Context: an optimization exercise on an open-source flow, tuned for small area and a short achievable clock period. The choices shown serve that exercise and are no tape-out recipe. Only simulation tests tie the RTL to the original design; equivalence was not proved. Power is estimated from default activity; no workload was simulated.

## try-tundra
## Processor_Main_Module
module Processor_Main_Module(data_in,clk,reset,data_out,ins,A,B,current_address,ans_ex,mux_ans_dm,ans_wb,interrupt,
imem_data,dmem_rdata,dmem_en,dmem_we,dmem_wdata);
input  [7:0]  data_in;
input         clk;
input         interrupt;
input         reset;
output reg [7:0] data_out;
input  [19:0] imem_data;
input  [7:0]  dmem_rdata;
output reg    dmem_en;
output reg    dmem_we;
output reg [7:0] dmem_wdata;
output [19:0] ins;
output [7:0]  A;
output [7:0]  B;
output [7:0]  current_address;
output reg [7:0] ans_ex;
output [7:0]  mux_ans_dm;
output reg [7:0] ans_wb;
wire r = reset;
reg        init, spm, s_q1, s_q2, s_q3, sm0;
reg [19:0] it;           
reg [7:0]  ah;           
reg [7:0]  ca2;          
assign ins = spm ? it : imem_data;
wire [4:0] opi = ins[19:15];
wire J3    = &opi[4:2];                  
wire RET   = (opi == 5'd16);
wire JMP   = (opi == 5'd24);
wire ld_s  = init & (opi == 5'd20) & ~s_q1;
wire jmp_s = init & J3 & ~s_q3;
wire hlt_s = init & (opi == 5'd17);
wire stall = ld_s | jmp_s | hlt_s;
wire Zf, Cf;                             
wire [7:0] jl   = RET ? ca2 : (sm0 ? 8'hF0 : ins[7:0]);
wire [7:0] ah1;
pc_inc inc(.a(ah), .y(ah1));             
wire [7:0] seqa = stall ? ah : ah1;
wire early = sm0 | RET | JMP;
wire [7:0] caJ = {8{init}} & jl;
wire [7:0] caS = {8{init}} & (early ? jl : seqa);
wire       fsel = opi[1];
wire [7:0] caF0 = (J3 &  opi[0]) ? caJ : caS;
wire [7:0] caF1 = (J3 & ~opi[0]) ? caJ : caS;
wire [7:0] aZ1 = {8{ fsel}} & caF1, aZ0 = {8{ fsel}} & caF0;
wire [7:0] aC1 = {8{~fsel}} & caF1, aC0 = {8{~fsel}} & caF0;
always @(posedge clk) begin
  init <= r;
  ah   <= current_address;
  it   <= ins;
  spm  <= r & stall;
  s_q1 <= r & ld_s;
  s_q2 <= r & jmp_s;
  s_q3 <= r & s_q2;
  sm0  <= r & interrupt;
  ...
Size in the first run: about 390 flip-flops, about 130 I/O pins, ~0.019 mm^2 of cells after synthesis.
Settings: LEC_CHECK=0, CAP_MARGIN=20, CORE_MARGIN=2, CORE_UTILIZATION=55, CTS_CLUSTER_DIAMETER=80, CTS_CLUSTER_SIZE=26, SETUP_SLACK_MARGIN=5, SLEW_MARGIN=20, SYNTH_HIERARCHICAL=1; clock period 12.5 ns.
standard.sh (not shown) runs the stock make flow with config.mk's settings and CLKGATE_MAP_FILE= SYNTH_SCRIPT=/design/flow/synth_recipe.tcl, a recipe that flattens the netlist after the stock synthesis.
==> flow/flow/run.sh <==
#!/bin/bash
# The standard layout (standard synthesis unchanged, same settings), except:
#  - the port buffers are plain buffers (buf_1), which the timing repair can resize,
#    instead of the delay cells buffer_ports picks by default; every port is still buffered;
#  - the timing repair aims at a setup margin of 5.3 ns instead of 5.
set -euo pipefail
bash standard.sh synth > synth.log 2>&1
bash standard.sh SETUP_SLACK_MARGIN=5.3 \
  "BUFFER_PORTS_ARGS=-buffer_cell sky130_fd_sc_hd__buf_1" \
  finish > layout.log 2>&1
Having completed the whole flow, try-tundra delivered a layout that passed the timing, design-rule and antenna checks.
diff inputs: try-tundra => try-lagoon
diff --git a/flow/flow/run.sh b/flow/flow/run.sh
--- a/flow/flow/run.sh
+++ b/flow/flow/run.sh
@@ -5 +5 @@
-#  - the timing repair aims at a setup margin of 5.3 ns instead of 5.
+#  - the timing repair aims at a setup margin of 5.4 ns instead of 5.
@@ -8 +8 @@
-bash standard.sh SETUP_SLACK_MARGIN=5.3 \
+bash standard.sh SETUP_SLACK_MARGIN=5.4 \
## What came out
On CTS clock-pin slew for the worst setup and hold paths, try-lagoon and try-tundra are neck and neck. Compared to try-tundra, try-lagoon has combinational fraction of design power 1.9 points higher. | worst hold margin | try-lagoon vs try-tundra | ≈ equal |. Global-route usage delta for try-lagoon relative to try-tundra: 0.52 points higher. Summary: post-detailed-routing wire length, try-lagoon worse than try-tundra. try-lagoon against try-tundra: number of gates on the worst path with buffers counted higher; static leakage power higher. Re post-route fraction of the period consumed by the critical path: try-lagoon and try-tundra aren't equal, and the lower value belongs to try-tundra. Lower growth of design area from synthesis to finish was reported by try-tundra, not try-lagoon.
[inputs] try-xenon vs try-lagoon
- CORE_UTILIZATION changed from 55 to 50
- CTS_CLUSTER_SIZE changed from 26 to 22
- CTS_CLUSTER_DIAMETER changed from 80 to 70
==> flow/flow/run.sh <==
#!/bin/bash
# The standard layout (standard synthesis unchanged, same settings), except that the
# port buffers are plain buffers (buf_2), which the timing repair can resize, instead of
# the delay cells buffer_ports picks by default. Every port is still buffered.
# The timing repair aims at a setup margin of 5.5 ns instead of 5.
set -euo pipefail
bash standard.sh synth > synth.log 2>&1
bash standard.sh SETUP_SLACK_MARGIN=5.5 "BUFFER_PORTS_ARGS=-buffer_cell sky130_fd_sc_hd__buf_2" finish > layout.log 2>&1
Diff try-lagoon -> try-xenon: cell leakage power went up 3.7%; per-cell routed wire length went up about 2.5%; met3 usage went down 0.71 points; global-route usage went down 2.3 points.
try-xenon against try-lagoon: final setup slack of the worst path increased 0.016 ns, total area of sequential cells about even, final cell count rose by 36, standard-cell row count higher.
Lower part of the total power dissipated in the clock network goes to try-lagoon over try-xenon.
[try-xenon vs try-lagoon] final standard cell utilization of the core: lower in try-xenon

* * *

Setup of purple:
Starting RTL as in the previous note.
export LEC_CHECK = 0
export CAP_MARGIN = 20
export CORE_MARGIN = 2
export CORE_UTILIZATION = 55
export CTS_CLUSTER_DIAMETER = 70
export CTS_CLUSTER_SIZE = 22
export SETUP_SLACK_MARGIN = 5
export SLEW_MARGIN = 20
export SYNTH_HIERARCHICAL = 1
create_clock -name core_clock -period 12.5 [get_ports {clk}]
==> flow/flow/run.sh <==
#!/bin/bash
# The standard layout (standard synthesis unchanged, same settings), except:
#  - the port buffers are plain buffers (buf_2), which the timing repair can resize,
#    instead of the delay cells buffer_ports picks by default; every port is still buffered;
#  - the timing repair aims at a setup margin of 5.3 ns instead of 5.
set -euo pipefail
bash standard.sh synth > synth.log 2>&1
bash standard.sh SETUP_SLACK_MARGIN=5.3 \
  "BUFFER_PORTS_ARGS=-buffer_cell sky130_fd_sc_hd__buf_2" \
  finish > layout.log 2>&1
purple completed end to end with timing, DRC and antenna clean.
Relative to purple, the following input files were edited for green:
Settings: CTS_CLUSTER_DIAMETER: 70 -> 90; CTS_CLUSTER_SIZE: 22 -> 30.
-- flow/flow/run.sh --
<<< purple, line 3
#  - the port buffers are plain buffers (buf_2), which the timing repair can resize,
>>> green, line 3
#  - the port buffers are plain buffers (buf_1), which the timing repair can resize,
<<< purple, line 9
  "BUFFER_PORTS_ARGS=-buffer_cell sky130_fd_sc_hd__buf_2" \
>>> green, line 9
  "BUFFER_PORTS_ARGS=-buffer_cell sky130_fd_sc_hd__buf_1" \
Notes after the runs:
A end of the critical path of current_address[1] is what green shows, while current_address[2] belongs to purple. Summary of green over purple: clock power lost about 27%, number of fill cells -47, met2 layer usage reported by global route went up by 0.85 points, first-pass GRT wire length decreased 1600 um. Wire: green routes less than purple. Max freq purple -> green: improved. | largest fanout on the critical path | green vs purple | 10 higher |. Comparing green and purple, time the worst path needs with I/O delays and setup is lower on green.

[afterwards: timing with drivers on the ports]
In the flow no input, the clock included, has a driving cell. The finished layouts below were timed again as built, in two steps. Step 1 (the two cells are an assumption about what drives the block):
set clk [get_ports {clk}]
set_driving_cell -lib_cell sky130_fd_sc_hd__clkbuf_16 $clk
set_driving_cell -lib_cell sky130_fd_sc_hd__buf_2 [delete_from_list [all_inputs] $clk]
Step 2 moves the port delays by t, midway between the first and last clock arrival at a register: inputs arrive t later, outputs are due t later. That takes back most of the time a late clock gives input paths. Three values: no drivers, after step 1, after step 2; two values: the first two.
| run | t, ns | setup WS [ns] | hold slack, ns | clock arrival spread, ns | worst slew at a driven data input, ns |
|---|---|---|---|---|---|
| try-tundra | 0.602 | 5.318 / 5.276 / 5.276 | 0.440 / 0.440 / 0.440 | 0.033 / 0.034 | 0.07 |
| try-lagoon | 0.601 | 5.278 / 5.215 / 4.691 | 0.441 / 0.441 / 0.441 | 0.033 / 0.034 | 0.10 |
| try-xenon | 0.667 | 5.294 / 5.245 / 5.245 | 0.436 / 0.436 / 0.436 | 0.054 / 0.054 | 0.07 |
| purple | 0.654 | 5.240 / 5.219 / 5.219 | 0.433 / 0.433 / 0.433 | 0.039 / 0.038 | 0.06 |
| green | 0.596 | 5.315 / 5.292 / 5.292 | 0.444 / 0.444 / 0.444 | 0.044 / 0.044 | 0.07 |
After both steps setup and hold are still met in every run listed. The setup slack of try-lagoon, which loses most, moves by -0.063 ns with the drivers and by -0.587 ns with both steps.
